This design comes from an exercise in tuning for small area, a short achievable clock period and few clock cycles per item on the open sky130 flow, not from production work.
Where RTL was checked, it was by simulation tests only, not by an equivalence proof against the original.

==> module fpu_fma, before the edit <==
module fpu_fma (
    input wire clk,
    input wire rst,
    input wire ven,
    input wire i_valid,
    input wire [4:0] i_tag,
    input wire a_sign,
    input wire [8:0] a_exp,
    input wire [22:0] a_frac,
    input wire a_is_zero,
    input wire a_is_inf,
    input wire a_is_nan,
    input wire b_sign,
    input wire [8:0] b_exp,
    input wire [22:0] b_frac,
    input wire b_is_zero,
    input wire b_is_inf,
    input wire b_is_nan,
    input wire c_sign,
    input wire [8:0] c_exp,
    input wire [22:0] c_frac,
    input wire c_is_zero,
    input wire c_is_inf,
    input wire c_is_nan,
    output reg o_valid,
    output reg [4:0] o_tag,
    output reg o_sign,
    output reg [10:0] o_exp,
    output reg [24:0] o_frac,
    output reg o_is_zero,
    output reg o_is_inf,
    output reg o_is_nan,
    output wire invalid
);
    wire mul_invalid;
    wire mul_o_sign;
    wire [9:0] mul_o_exp;
    wire [46:0] mul_o_frac;
    wire mul_o_is_zero;
    wire mul_o_is_inf;
    wire mul_o_is_nan;
    wire mul_o_valid;
    wire [4:0] mul_o_tag;
    fpu_fmul fmul (
        .ven(ven),
        .i_valid(i_valid),
        .i_tag(i_tag),
        .a_sign(a_sign),
        .a_exp(a_exp),
        .a_frac(a_frac),
        .a_is_zero(a_is_zero),
        .a_is_inf(a_is_inf),
        .a_is_nan(a_is_nan),
        .b_sign(b_sign),
        .b_exp(b_exp),
        .b_frac(b_frac),
        .b_is_zero(b_is_zero),
        .b_is_inf(b_is_inf),
        .b_is_nan(b_is_nan),
        .o_valid(mul_o_valid),
        .o_tag(mul_o_tag),
        .o_sign(mul_o_sign),
        .o_exp(mul_o_exp),
        .o_frac(mul_o_frac),
        .o_is_zero(mul_o_is_zero),
        .o_is_inf(mul_o_is_inf),
        .o_is_nan(mul_o_is_nan),
        .invalid(mul_invalid)
    );
    reg adder_a_sign;
    reg [9:0] adder_a_exp;
    reg [24:0] adder_a_frac;
    reg adder_a_is_zero;
    reg adder_a_is_inf;
    reg adder_a_is_nan;
    reg adder_b_sign;
    reg [9:0] adder_b_exp;
    reg [24:0] adder_b_frac;
    reg adder_b_is_zero;
    reg adder_b_is_inf;
    reg adder_b_is_nan;
    reg adder_i_valid;
    reg [4:0] adder_i_tag;
    always @(posedge clk) begin
        adder_i_valid <= mul_o_valid;
        begin
            adder_a_sign <= mul_o_sign;
            adder_a_exp <= mul_o_exp;
            adder_a_frac <= {mul_o_frac[46:23], |mul_o_frac[22:0]};
            adder_a_is_zero <= mul_o_is_zero;
            adder_a_is_inf <= mul_o_is_inf;
            adder_a_is_nan <= mul_o_is_nan;
            adder_b_sign <= c_sign;
            adder_b_exp <= {c_exp[8], c_exp};
            adder_b_frac <= {c_frac, 2'b0};
            adder_b_is_zero <= c_is_zero;
            adder_b_is_inf <= c_is_inf;
            adder_b_is_nan <= c_is_nan;
            adder_i_tag <= mul_o_tag;
        end
        if (rst) begin
            adder_i_valid <= 1'b0;
        end
    end
    wire adder_o_valid;
    wire [4:0] adder_o_tag;
    wire adder_o_sign;
    wire [10:0] adder_o_exp;
    wire [24:0] adder_o_frac;
    wire adder_o_is_zero;
    wire adder_o_is_inf;
    wire adder_o_is_nan;
    wire adder_invalid;
    fpu_fadd fadd (
        .ven(ven),
        .i_valid(adder_i_valid),
        .i_tag(adder_i_tag),
        .a_sign(adder_a_sign),
        .a_exp(adder_a_exp),
        .a_frac(adder_a_frac),
        .a_is_zero(adder_a_is_zero),
        .a_is_inf(adder_a_is_inf),
        .a_is_nan(adder_a_is_nan),
        .b_sign(adder_b_sign),
        .b_exp(adder_b_exp),
        .b_frac(adder_b_frac),
        .b_is_zero(adder_b_is_zero),
        .b_is_inf(adder_b_is_inf),
        .b_is_nan(adder_b_is_nan),
        .o_valid(adder_o_valid),
        .o_tag(adder_o_tag),
        .o_sign(adder_o_sign),
        .o_exp(adder_o_exp),
        .o_frac(adder_o_frac),
        .o_is_zero(adder_o_is_zero),
        .o_is_inf(adder_o_is_inf),
        .o_is_nan(adder_o_is_nan),
        .invalid(adder_invalid)
    );
    always @(*) begin
        o_valid = adder_i_valid;
        o_sign = adder_o_sign;
        o_exp = adder_o_exp;
        o_frac = adder_o_frac;
        o_is_zero = adder_o_is_zero;
        o_is_inf = adder_o_is_inf;
        o_is_nan = adder_o_is_nan;
        o_tag = adder_o_tag;
    end
    assign invalid = adder_invalid;   
endmodule
Settings: LEC_CHECK=0, CAP_MARGIN=20, CORE_MARGIN=2, CORE_UTILIZATION=40, PLACE_DENSITY=0.6, SLEW_MARGIN=20; clock period 25.0 ns.
run.sh (not shown) runs the stock make flow with config.mk's settings and CLKGATE_MAP_FILE= SYNTH_SCRIPT=/design/flow/synth_recipe.tcl, a recipe that flattens the netlist after the stock synthesis.
The baseline completed with no timing, DRC or antenna violations.
Testbench counts at the start, summed over its fixed seeds: cycles 2,056, ops 2,048.
Next try:
--- a/flow/design.v
+++ b/flow/design.v
@@ -378,13 +378,13 @@
     reg adder_b_is_inf;
     reg adder_b_is_nan;
     reg adder_i_valid;
     reg [4:0] adder_i_tag;
     always @(posedge clk) begin
         adder_i_valid <= mul_o_valid;
-        begin
+        if (mul_o_valid) begin
             adder_a_sign <= mul_o_sign;
             adder_a_exp <= mul_o_exp;
             adder_a_frac <= {mul_o_frac[46:23], |mul_o_frac[22:0]};
             adder_a_is_zero <= mul_o_is_zero;
             adder_a_is_inf <= mul_o_is_inf;
             adder_a_is_nan <= mul_o_is_nan;
@@ -432,21 +432,26 @@
         .o_frac(adder_o_frac),
         .o_is_zero(adder_o_is_zero),
         .o_is_inf(adder_o_is_inf),
         .o_is_nan(adder_o_is_nan),
         .invalid(adder_invalid)
     );
-    always @(*) begin
-        o_valid = adder_i_valid;
-        o_sign = adder_o_sign;
-        o_exp = adder_o_exp;
-        o_frac = adder_o_frac;
-        o_is_zero = adder_o_is_zero;
-        o_is_inf = adder_o_is_inf;
-        o_is_nan = adder_o_is_nan;
-        o_tag = adder_o_tag;
+    always @(posedge clk) begin
+        o_valid <= adder_o_valid;
+        if (adder_o_valid) begin
+            o_sign <= adder_o_sign;
+            o_exp <= adder_o_exp;
+            o_frac <= adder_o_frac;
+            o_is_zero <= adder_o_is_zero;
+            o_is_inf <= adder_o_is_inf;
+            o_is_nan <= adder_o_is_nan;
+            o_tag <= adder_o_tag;
+        end
+        if (rst) begin
+            o_valid <= 1'b0;
+        end
     end
     assign invalid = adder_invalid;   
 endmodule
 `timescale 1ns / 1ps
 `default_nettype none
 module fpu (
Effect: The changed run went through all stages and came out clean; routed wire length came out higher by 6.5%; utilization came out higher by 0.51 points; fmax came out higher by 18%; via count came out higher by 1.6%; count of clock-buffer cells in the layout came out higher by 10; final area came out higher by 7.4%; non-clock buffer count came out lower by 4.
Testbench counts after the change, summed over its fixed seeds: cycles 4,104, ops 2,048.

* * *

fpu, a different RTL version from the one above (not shown whole).
For scale: roughly 4,500 cells after synthesis, ~90 flip-flops, about 230 I/O pins.
==> module fpu_fcmp, before the edit <==
module fpu_fcmp (
    input wire [31:0] a,
    input wire [31:0] b,
    output wire eq,
    output wire gt
);
    wire sa = a[31];
    wire sb = b[31];
    wire [7:0] ea = a[30:23];
    wire [7:0] eb = b[30:23];
    wire [22:0] fa = a[22:0];
    wire [22:0] fb = b[22:0];
    wire fa_zero = (fa == 23'd0);
    wire fb_zero = (fb == 23'd0);
    wire az = (ea == 8'd0) && fa_zero;
    wire bz = (eb == 8'd0) && fb_zero;
    wire ai = (ea == 8'hff) && fa_zero;
    wire bi = (eb == 8'hff) && fb_zero;
    wire ha = ea[7] | (ea[6:0] == 7'h7f);
    wire hb = eb[7] | (eb[6:0] == 7'h7f);
    wire e_lt, e_eq, f_lt, f_eq;
    fpu_lt #(.W(8)) cmp_e (.a(eb), .b(ea), .lt(e_lt), .eq(e_eq));     
    fpu_lt #(.W(23)) cmp_f (.a(fb), .b(fa), .lt(f_lt), .eq(f_eq));    
    wire exp_gt = (ha != hb) ? hb : e_lt;
    wire exp_frac_gt = exp_gt && f_lt;
    wire same = e_eq && f_eq;
    assign eq = (az && bz) || ((sa == sb) && same);
    assign gt = (az && bz) ? 1'b0 :
                az ? sb :
                bz ? !sa :
                (sa != sb) ? sb :
                (ai && bi) ? 1'b0 :
                ai ? !sa :
                bi ? sb :
                same ? 1'b0 :
                (exp_frac_gt ^ sb);
endmodule
export LEC_CHECK = 0
export ABC_AREA = 1
export CAP_MARGIN = 20
export CORE_MARGIN = 2
export CORE_UTILIZATION = 40
export PLACE_DENSITY = 0.6
export SLEW_MARGIN = 20
create_clock -name core_clock -period 25.0 [get_ports {clk}]
standard.sh (not shown) runs the stock make flow with config.mk's settings and CLKGATE_MAP_FILE= SYNTH_SCRIPT=/design/flow/synth_recipe.tcl, a recipe that flattens the netlist after the stock synthesis.
==> flow/flow/run.sh <==
#!/bin/bash
set -euo pipefail
bash standard.sh SETUP_SLACK_MARGIN=12 finish > standard_flow.log 2>&1
The baseline produced a clean layout.
Testbench counts at the start, summed over its fixed seeds: cycles 2,056, ops 2,048.
==> next run, changes <==
--- a/flow/design.v
+++ b/flow/design.v
@@ -3799,13 +3799,17 @@
     wire bz = (eb == 8'd0) && fb_zero;
     wire ai = (ea == 8'hff) && fa_zero;
     wire bi = (eb == 8'hff) && fb_zero;
     wire ha = ea[7] | (ea[6:0] == 7'h7f);
     wire hb = eb[7] | (eb[6:0] == 7'h7f);
-    wire e_lt, e_eq, f_lt, f_eq;
-    fpu_lt #(.W(8)) cmp_e (.a(eb), .b(ea), .lt(e_lt), .eq(e_eq));     
-    fpu_lt #(.W(23)) cmp_f (.a(fb), .b(fa), .lt(f_lt), .eq(f_eq));    
+    wire e_gt, f_gt;
+    fpu_gt #(.W(8)) cmp_e (.a(ea), .b(eb), .gt(e_gt));
+    fpu_gt #(.W(23)) cmp_f (.a(fa), .b(fb), .gt(f_gt));
+    wire e_lt = e_gt;
+    wire f_lt = f_gt;
+    wire e_eq = (ea == eb);
+    wire f_eq = (fa == fb);
     wire exp_gt = (ha != hb) ? hb : e_lt;
     wire exp_frac_gt = exp_gt && f_lt;
     wire same = e_eq && f_eq;
     assign eq = (az && bz) || ((sa == sb) && same);
     assign gt = (az && bz) ? 1'b0 :
@@ -3816,10 +3820,39 @@
                 ai ? !sa :
                 bi ? sb :
                 same ? 1'b0 :
                 (exp_frac_gt ^ sb);
 endmodule
+module fpu_gt #(
+    parameter W = 8
+) (
+    input wire [W-1:0] a,
+    input wire [W-1:0] b,
+    output wire gt
+);
+    localparam L = $clog2(W);
+    genvar l, i;
+    generate
+        for (l = 0; l <= L; l = l + 1) begin : lv
+            for (i = 0; i < (W >> l) + ((W % (1 << l)) != 0); i = i + 1) begin : nd
+                wire g;
+                wire p;
+                if (l == 0) begin : leaf
+                    assign g = a[i] & !b[i];
+                    assign p = a[i] | !b[i];
+                end else if (2 * i + 1 < (W >> (l - 1)) + ((W % (1 << (l - 1))) != 0)) begin : cmb
+                    assign g = lv[l-1].nd[2*i+1].g | (lv[l-1].nd[2*i+1].p & lv[l-1].nd[2*i].g);
+                    assign p = lv[l-1].nd[2*i+1].p & lv[l-1].nd[2*i].p;
+                end else begin : pas
+                    assign g = lv[l-1].nd[2*i].g;
+                    assign p = lv[l-1].nd[2*i].p;
+                end
+            end
+        end
+    endgenerate
+    assign gt = lv[L].nd[0].g;
+endmodule
 `timescale 1ns / 1ps
 `default_nettype none
 module fpu_padd #(
     parameter W = 8
 ) (
What happened:
- core utilization increases by 0.35 points
- sequential share of layout area went down by 0.11 points
- cell area goes up by about 2.6%
- worst hold slack is better by 0.0086 ns
- synthesized cell count goes up by 2.4%
- non-clock buffer count went up by 46
- setup slack got worse by 0.075 ns
- cell count rose by 2.9%
- critical path depth rose by 2
- die area rises by 1.6%
- wire length increases by 3.4%
For the second run of this note, only the layout was checked, not whether the RTL still works.

==> separate check: timing with driven ports <==
How much do the figures lean on ideal ports? The routed layouts below were timed once more, with nothing changed but the port constraints.
Step 1, drivers: a clkbuf_16 drives clk and a buf_2 each remaining input, both assumed.
Step 2 times the ports against the registers' clock, not the clock port: input delays grow and output delays shrink by t, the midpoint of the rising clock arrivals with the driver on.
Slacks: no drivers / after step 1 / after step 2; pairs: no drivers / after step 1.
run	shift t [ns]	slack for setup (ns)	latest minus earliest clock arrival (ns)	slew at the worst register clock pin (ns)	pins driven straight from the clock port
the first run of note 1	0.407	3.948 / 3.896 / 4.304	0.011 / 0.011	0.07 / 0.07	1
the second run of note 1	0.482	7.169 / 7.190 / 6.708	0.020 / 0.019	0.07 / 0.07	1
the first run of note 2	0.387	12.146 / 12.113 / 11.914	0.013 / 0.013	0.07 / 0.07	1
the second run of note 2	0.371	12.071 / 12.048 / 11.866	0.008 / 0.009	0.06 / 0.06	1
After both steps setup and hold are still met in every run listed. For the second run of note 1, which loses most, drivers alone change the setup slack by +0.021 ns; drivers and shift together by -0.461 ns.
